What follows belongs to an exercise in optimizing a design on an open flow for small area; a production flow would make more cautious choices. The RTL was checked by simulation tests, not by an equivalence proof against the original design. No activity file was given, so power comes from the tool's default toggle rates.

## spi_slave
module spi_slave (
    input  wire        rst_n,
    input  wire        spi_clk,
    input  wire        mosi,
    output reg         miso,
    input  wire        csb,
    input  wire        ldb,
    input  wire [10:0] sensor_data_0,
    input  wire [10:0] sensor_data_1,
    input  wire [10:0] sensor_data_2,
    input  wire [10:0] sensor_data_3,
    input  wire [10:0] sensor_data_4,
    input  wire [10:0] sensor_data_5,
    input  wire [10:0] sensor_data_6,
    input  wire [10:0] sensor_data_7,
    input  wire [10:0] sensor_data_8,
    input  wire [10:0] sensor_data_9,
    input  wire [10:0] sensor_data_10,
    input  wire [10:0] sensor_data_11,
    input  wire [10:0] sensor_data_12,
    input  wire [10:0] sensor_data_13,
    input  wire [10:0] sensor_data_14,
    input  wire [10:0] sensor_data_15
);
    wire [175:0] sensors = {sensor_data_15, sensor_data_14, sensor_data_13, sensor_data_12,
                            sensor_data_11, sensor_data_10, sensor_data_9,  sensor_data_8,
                            sensor_data_7,  sensor_data_6,  sensor_data_5,  sensor_data_4,
                            sensor_data_3,  sensor_data_2,  sensor_data_1,  sensor_data_0};
    reg  [3:0]  cnt;         
    reg         started;     
    reg         skip;        
    reg         active;      
    reg         rd;          
    reg  [3:0]  addr;        
    reg  [9:0]  sh;          
    reg         clr;         
    reg  [10:0] mem [0:15];
    wire load  = !csb && !ldb && (cnt <= 4'd4);
    wire step  = !csb && !load && started;    
    wire wr    = !csb && (cnt == 4'd15) && !rd;
    wire [10:0] wdata = {sh, mosi};
    reg  [3:0]  cnt_d;
    reg  [3:0]  addr_d;
    always @(*) begin
        cnt_d = cnt;
        if (csb)
            cnt_d = 4'd0;
        else if (step)
            cnt_d = cnt + 4'd1;
        addr_d = addr;
        if (step && cnt >= 4'd1 && cnt <= 4'd4)
            addr_d = {addr[2:0], mosi};
    end
    always @(posedge spi_clk or negedge rst_n) begin
        if (!rst_n) begin
            cnt     <= 4'd0;
            started <= 1'b0;
            skip    <= 1'b0;
            active  <= 1'b0;
            rd      <= 1'b0;
        end else begin
            cnt <= cnt_d;
            if (csb) begin
                started <= 1'b0;
  ...
For scale: ~180 I/O pins.
export LEC_CHECK = 0
export CAP_MARGIN = 0
export CORE_MARGIN = 2
export CORE_UTILIZATION = 40
export SLEW_MARGIN = 0
create_clock -name core_clock -period 20.0 [get_ports {spi_clk}]
standard.sh (not shown) runs the stock make flow with config.mk's settings and CLKGATE_MAP_FILE= SYNTH_SCRIPT=/design/flow/synth_recipe.tcl, a recipe that flattens the netlist after the stock synthesis.
==> flow/flow/run.sh <==
#!/bin/bash
# Standard layout with three changes:
#  - synthesis is the standard flow's own script, with ABC run on an area-oriented script
#    (abc_area.script here) instead of ORFS's speed script;
#  - the port buffers are buf_1 cells;
#  - the clock tree is built from small clock buffers, without dummy loads.
set -euo pipefail
W=$PWD
export FLOW_WORK=$W
export MY_ABC_SCRIPT=$W/flow/abc_area.script
export MY_ABC_DONT_USE="sky130_fd_sc_hd__nor4_1 sky130_fd_sc_hd__nor4_2 sky130_fd_sc_hd__nor4_4 sky130_fd_sc_hd__nand4_1 sky130_fd_sc_hd__nor3_1 sky130_fd_sc_hd__nor4b_1 sky130_fd_sc_hd__nor4bb_1"
export BUFFER_PORTS_ARGS="-buffer_cell sky130_fd_sc_hd__buf_1"
export CTS_ARGS="-sink_clustering_enable -repair_clock_nets -dont_use_dummy_load -buf_list {sky130_fd_sc_hd__clkbuf_2 sky130_fd_sc_hd__clkbuf_4 sky130_fd_sc_hd__clkbuf_8}"
bash standard.sh SYNTH_SCRIPT=$W/flow/synth.tcl finish > flow_standard.log 2>&1
==> flow/flow/abc_area.script <==
&get -n
&st
&dch -f
&nf -a
&st
&dch -f
&nf -a
&put
==> flow/flow/synth.tcl <==
# The standard flow's synthesis script, with ABC given the script in MY_ABC_SCRIPT, no
# delay target, and the weak multi-input NOR/NAND cells in MY_ABC_DONT_USE
# kept out of its mapping. Everything else, registers included, is unchanged.
proc abc {args} {
  set i [lsearch $args -script]
  if {$i >= 0} { lset args [expr {$i+1}] $::env(MY_ABC_SCRIPT) }
  set i [lsearch $args -D]
  if {$i >= 0} { set args [lreplace $args $i [expr {$i+1}]] }
  foreach c $::env(MY_ABC_DONT_USE) { lappend args -dont_use $c }
  yosys abc {*}$args
}
source $::env(FLOW_WORK)/synth_recipe.tcl
Rerun with:
--- a/flow/flow/run.sh
+++ b/flow/flow/run.sh
@@ -9,5 +9,4 @@
 export FLOW_WORK=$W
 export MY_ABC_SCRIPT=$W/flow/abc_area.script
-export MY_ABC_DONT_USE="sky130_fd_sc_hd__nor4_1 sky130_fd_sc_hd__nor4_2 sky130_fd_sc_hd__nor4_4 sky130_fd_sc_hd__nand4_1 sky130_fd_sc_hd__nor3_1 sky130_fd_sc_hd__nor4b_1 sky130_fd_sc_hd__nor4bb_1"
 export BUFFER_PORTS_ARGS="-buffer_cell sky130_fd_sc_hd__buf_1"
 export CTS_ARGS="-sink_clustering_enable -repair_clock_nets -dont_use_dummy_load -buf_list {sky130_fd_sc_hd__clkbuf_2 sky130_fd_sc_hd__clkbuf_4 sky130_fd_sc_hd__clkbuf_8}"
==> flow/flow/synth.tcl (replaced) <==
# The standard flow's synthesis script, with ABC given the script in MY_ABC_SCRIPT and no
# delay target. Everything else, registers included, is unchanged.
proc abc {args} {
  set i [lsearch $args -script]
  if {$i >= 0} { lset args [expr {$i+1}] $::env(MY_ABC_SCRIPT) }
  set i [lsearch $args -D]
  if {$i >= 0} { set args [lreplace $args $i [expr {$i+1}]] }
  yosys abc {*}$args
}
source $::env(FLOW_WORK)/synth_recipe.tcl
Effect: The new run passed the timing, DRC and antenna checks. Final area stays flat. Synthesized cell count went down slightly. Wire length went down slightly. Total power rose by a few percent. Register-to-register slack gets worse by 1.8 ns. Global-route usage shrinks by 0.13 points. Clock-buffer cell count is unchanged. Non-clock buffer count increases by 5. Sequential cell count does not change. Via count went down slightly.
Rerun with:
==> flow/flow/run.sh (replaced) <==
#!/bin/bash
# Standard layout, with the port buffers made of buf_1 cells and a clock tree
# built from small clock buffers.
set -euo pipefail
export BUFFER_PORTS_ARGS="-buffer_cell sky130_fd_sc_hd__buf_1"
bash standard.sh finish > flow_standard.log 2>&1
- CAP_MARGIN: 0 -> 20
- CORE_UTILIZATION: 40 -> 55
- SLEW_MARGIN: 0 -> 20
removed: flow/flow/abc_area.script
removed: flow/flow/synth.tcl
Total power climbs by 14%; maximum frequency rose by 37%; wire length went up by 1.5%; register-to-register slack improved by 2.4 ns; sequential cell count is unchanged; global-route usage grows by 7.6 points; first-iteration DRC count came out higher by 38%; area after synthesis goes up by 12%; design area is higher by 7.2%; via count goes up by 11%; sequential power increases by about 2%.
Rerun with:
==> flow/flow/run.sh (replaced) <==
#!/bin/bash
# Standard layout with three changes:
#  - synthesis is the standard flow's own script, with ABC run on an area-oriented script
#    (abc_area.script here) instead of ORFS's speed script;
#  - the port buffers are buf_1 cells;
#  - the clock tree is built from small clock buffers, without dummy loads.
set -euo pipefail
W=$PWD
export FLOW_WORK=$W
export MY_ABC_SCRIPT=$W/flow/abc_area.script
export BUFFER_PORTS_ARGS="-buffer_cell sky130_fd_sc_hd__buf_1"
export CTS_ARGS="-sink_clustering_enable -repair_clock_nets -dont_use_dummy_load -buf_list {sky130_fd_sc_hd__clkbuf_2 sky130_fd_sc_hd__clkbuf_4 sky130_fd_sc_hd__clkbuf_8}"
bash standard.sh SYNTH_SCRIPT=$W/flow/synth.tcl finish > flow_standard.log 2>&1
==> flow/flow/abc_area.script (new file) <==
&get -n
&st
&dch -f
&nf -a
&st
&dch -f
&nf -a
&put
==> flow/flow/synth.tcl (new file) <==
# The standard flow's synthesis script, with ABC given the script in MY_ABC_SCRIPT and no
# delay target. Everything else, registers included, is unchanged.
proc abc {args} {
  set i [lsearch $args -script]
  if {$i >= 0} { lset args [expr {$i+1}] $::env(MY_ABC_SCRIPT) }
  set i [lsearch $args -D]
  if {$i >= 0} { set args [lreplace $args $i [expr {$i+1}]] }
  yosys abc {*}$args
}
source $::env(FLOW_WORK)/synth_recipe.tcl
- CAP_MARGIN: 20 -> 0
- CORE_UTILIZATION: 55 -> 40
- GPL_TIMING_DRIVEN: unset -> 0
- SLEW_MARGIN: 20 -> 0
=> Cell area falls by about 5%. Clock skew grows by 0.025 ns. Sequential share of layout area increases by 2.2 points. Via count goes down by 9.3%. Worst hold slack got worse by 0.014 ns.
Rerun with:
- CAP_MARGIN: 0 -> 20
- CORE_UTILIZATION: 40 -> 50
- GPL_TIMING_DRIVEN: 0 -> unset
- SLEW_MARGIN: 0 -> 20
Synthesized cell count is unchanged.
Utilization rises by 11 points.
Die area went down by about a fifth.
Rerun with:
- CORE_UTILIZATION: 50 -> 40
Result: Worst hold slack is worse by 0.0041 ns; non-clock buffer count decreases by 6; cell count increases by 3.5%; sequential share of layout area decreases by 0.25 points.

-- port drivers added, routing unchanged --
How much do the figures lean on ideal ports? The routed layouts below were timed once more, with nothing changed but the port constraints. Step 1, drivers: a clkbuf_16 drives spi_clk and a buf_2 each remaining input, both assumed. Step 2 moves the port delays by t, midway between the first and last clock arrival at a register: inputs arrive t later, outputs are due t later. That takes back most of the time a late clock gives input paths. Slacks: ideal ports / drivers / drivers and shift; pairs: ideal ports / drivers.
run	t (ns)	setup slack, ns	worst setup path at the end	worst data-port slew with drivers (ns)
the first run	0.511	12.340 / 12.357 / 11.846	input to register	0.04
the second run	0.494	10.680 / 10.701 / 10.207	input to register	0.04
the third run	0.483	13.183 / 13.205 / 12.722	input to register	0.05
the fourth run	0.500	10.620 / 10.642 / 10.142	input to register	0.04
the fifth run	0.493	10.999 / 11.020 / 10.527	input to register	0.04
the sixth run	0.493	10.678 / 10.699 / 10.206	input to register	0.04
After both steps every run listed still meets setup and hold. For the first run, which loses most, drivers alone change the setup slack by +0.017 ns; drivers and shift together by -0.494 ns.
